Context: an optimization exercise on an open-source flow, tuned for small area. The choices shown serve that exercise and are no tape-out recipe. Only simulation tests tie the RTL to the original design; equivalence was not proved. The clock port is modelled as an ideal driver; clocking choices that lean on that would not hold on a real chip. Power is estimated from default activity; no workload was simulated.

==> flow/design.v <==
module top (
  input wire clk,
  input wire rst,
  input wire rx,
  output wire tx
);
  localparam [10:0] LFSR_END  = 11'd144;
  localparam [10:0] LFSR_MASK = 11'b11101101011;
  reg [10:0] lfsr;
  wire tick = (lfsr & LFSR_MASK) == (LFSR_END & LFSR_MASK);
  always @(posedge clk)
    lfsr <= {lfsr[9:0], lfsr[10] ^ lfsr[1] ^ tick};
  reg [3:0] fc;
  wire idle    = (~fc[3] & ~fc[2] & ~fc[0]);
  wire at_d7   = (fc[2] & ~fc[1] & ~fc[0]);
  wire fc_in   = idle ? ~rx : ((~fc[3] & ~fc[1]) | (~fc[3] & ~fc[0]) | (fc[3] & fc[0]));
  always @(posedge clk)
    if (rst)
      fc <= 4'd0;
    else if (tick)
      fc <= {fc[2:0], fc_in};
  reg [9:0] line;
  wire [7:0] byte_in = {rx, line[0], line[1], line[2],
                        line[3], line[4], line[5], line[6]};
  wire letter = (byte_in[7:6] == 2'b01) &&
                (byte_in[4:0] != 5'd0) && (byte_in[4:0] <= 5'd26);
  wire flip = at_d7 & letter;
  always @(posedge clk)
    if (rst)
      line <= 10'h3ff;
    else if (tick)
      line <= {line[8:2], line[1] ^ flip, line[0], rx};
  assign tx = line[9];
endmodule
==> flow/config.mk <==
export PLATFORM = sky130hd
export DESIGN_NAME = top
export DESIGN_NICKNAME = top
export VERILOG_FILES = /design/flow/design.v
export SDC_FILE = /design/flow/constraint.sdc
export NUM_CORES = 4
export LEC_CHECK = 0
export ABC_AREA = 1
export CAP_MARGIN = 20
export CORE_AREA = 2 2 60 60
export DIE_AREA = 0 0 62 62
export PLACE_DENSITY = 0.95
export SLEW_MARGIN = 20
==> flow/constraint.sdc <==
create_clock -name core_clock -period 8.0 [get_ports {clk}]
set_input_delay 1.6000 -clock core_clock [delete_from_list [all_inputs] [get_ports {clk}]]
set_output_delay 1.6000 -clock core_clock [all_outputs]
set_load 0.01 [all_outputs]
standard.sh (not shown) runs the stock make flow with config.mk's settings and CLKGATE_MAP_FILE= SYNTH_SCRIPT=/design/flow/synth_recipe.tcl, a recipe that flattens the netlist after the stock synthesis.
==> flow/flow/run.sh <==
#!/bin/bash
set -euo pipefail
export ONE_CLKBUF='sky130_fd_sc_hd__buf_8'
export MY_ABC_SCRIPT=$PWD/flow/area.abc
bash standard.sh finish \
  "SYNTH_SCRIPT=$PWD/flow/my_synth.tcl" \
  'BUFFER_PORTS_ARGS=-buffer_cell sky130_fd_sc_hd__buf_1' \
  "PRE_CTS_TCL=$PWD/flow/clkbuf.tcl" \
  'CTS_ARGS=-clk_nets clk -dont_use_dummy_load' \
  > standard.log 2>&1
==> flow/flow/area.abc <==
strash
&get -n
&deepsyn -J 20 -T 100
&put
&get -n
&dch -f
&nf -R 1000
&put
topo
dnsize -c
==> flow/flow/clkbuf.tcl <==
# Drive every clock sink from one clock buffer placed at the sinks' centroid;
# the clock port then feeds only that buffer.
set block [ord::get_db_block]
set db [ord::get_db]
set clk [$block findNet clk]
set master [$db findMaster $::env(ONE_CLKBUF)]
set inst [odb::dbInst_create $block $master clkbuf_root]
set net [odb::dbNet_create $block clknet_root]
$net setSigType CLOCK
set sx 0; set sy 0; set n 0
foreach it [$clk getITerms] {
  set i [$it getInst]
  set bb [$i getBBox]
  set sx [expr {$sx + ([$bb xMin] + [$bb xMax]) / 2}]
  set sy [expr {$sy + ([$bb yMin] + [$bb yMax]) / 2}]
  incr n
  $it disconnect
  $it connect $net
}
[$inst findITerm A] connect $clk
[$inst findITerm X] connect $net
$inst setLocation [expr {$sx / $n}] [expr {$sy / $n}]
$inst setPlacementStatus PLACED
puts "clkbuf.tcl: $::env(ONE_CLKBUF) drives $n clock sinks"
==> flow/flow/my_synth.tcl <==
# synth_recipe.tcl with ABC's mapping script replaced by $::env(MY_ABC_SCRIPT)
proc synth {args} { yosys synth -nofsm -noshare {*}$args }
proc abc {args} {
  set i [lsearch -exact $args -script]
  if { $i >= 0 } { lset args [expr {$i + 1}] $::env(MY_ABC_SCRIPT) }
  yosys abc {*}$args
}
source $::env(SCRIPTS_DIR)/synth.tcl
# left out here: clear keep_hierarchy, flatten, clean up, hide names made inside functions, write 1_2_yosys.v
The baseline completed without violations.
Edit:
==> flow/design.v (replaced) <==
module top (
  input wire clk,
  input wire rst,
  input wire rx,
  output wire tx
);
  localparam [10:0] LFSR_END  = 11'd1903;
  localparam [10:0] LFSR_MASK = 11'b11101101011;
  reg [10:0] lfsr;
  wire tick = (lfsr & LFSR_MASK) == (LFSR_END & LFSR_MASK);
  always @(posedge clk)
    lfsr <= {lfsr[9:0], ~(lfsr[10] ^ lfsr[1] ^ tick)};
  reg [3:0] fc;
  wire idle    = (fc[3] & fc[2] & fc[0]);
  wire at_d7   = (~fc[2] & fc[1] & fc[0]);
  wire fc_in   = idle ? rx : ~((fc[3] & fc[1]) | (fc[3] & fc[0]) | (~fc[3] & ~fc[0]));
  always @(posedge clk)
    if (rst)
      fc <= 4'hf;
    else if (tick)
      fc <= {fc[2:0], fc_in};
  reg [9:0] line;
  wire [7:0] byte_in = {rx, line[0], line[1], line[2],
                        line[3], line[4], line[5], line[6]};
  wire letter = (byte_in[7:6] == 2'b01) &&
                (byte_in[4:0] != 5'd0) && (byte_in[4:0] <= 5'd26);
  wire flip = at_d7 & letter;
  always @(posedge clk)
    if (rst)
      line <= 10'h3ff;
    else if (tick)
      line <= {line[8:2], line[1] ^ flip, line[0], rx};
  assign tx = line[9];
endmodule
Effect: The changed run completed with no timing, DRC or antenna violations. Final area went down by about 1.2%. Global-route usage went down by 0.54 points. Utilization went down by 0.30 points. Setup slack is worse by 0.38 ns. Hold slack stays flat. Critical path depth went down by 1. First-iteration DRC count went up by about 50%. Wire length went down by 4.8%. Sequential cell count stays the same. Synthesized area went down by 1.4%. Power went up by 15%. Fmax went down by 14%. Register-to-register slack is worse by 0.02 ns. Synthesized cell count went down by 3.2%.

## static timing again, ports no longer ideal
The flow's constraints put no driver on any port. The routed layouts listed below were extracted and timed again, unchanged, in two steps.
Step 1 (the two cells are an assumption about what drives the block):
set clk [get_ports {clk}]
set_driving_cell -lib_cell sky130_fd_sc_hd__clkbuf_16 $clk
set_driving_cell -lib_cell sky130_fd_sc_hd__buf_2 [delete_from_list [all_inputs] $clk]
Step 2 also shifts input and output timing later by t, the mid clock arrival at the registers, as if the neighbouring blocks saw the same clock.
a / b / c = no drivers / after step 1 / after step 2; a / b = the first two.
run	t, ns	setup slack, ns	hold WS [ns]
the first run	0.167	5.636 / 5.644 / 5.477	0.340 / 0.340 / 0.340
the second run	0.165	5.259 / 5.255 / 5.090	0.342 / 0.342 / 0.342
After both steps setup and hold are still met in every run listed. For the second run, which loses most, drivers alone change the setup slack by -0.004 ns; drivers and shift together by -0.169 ns.
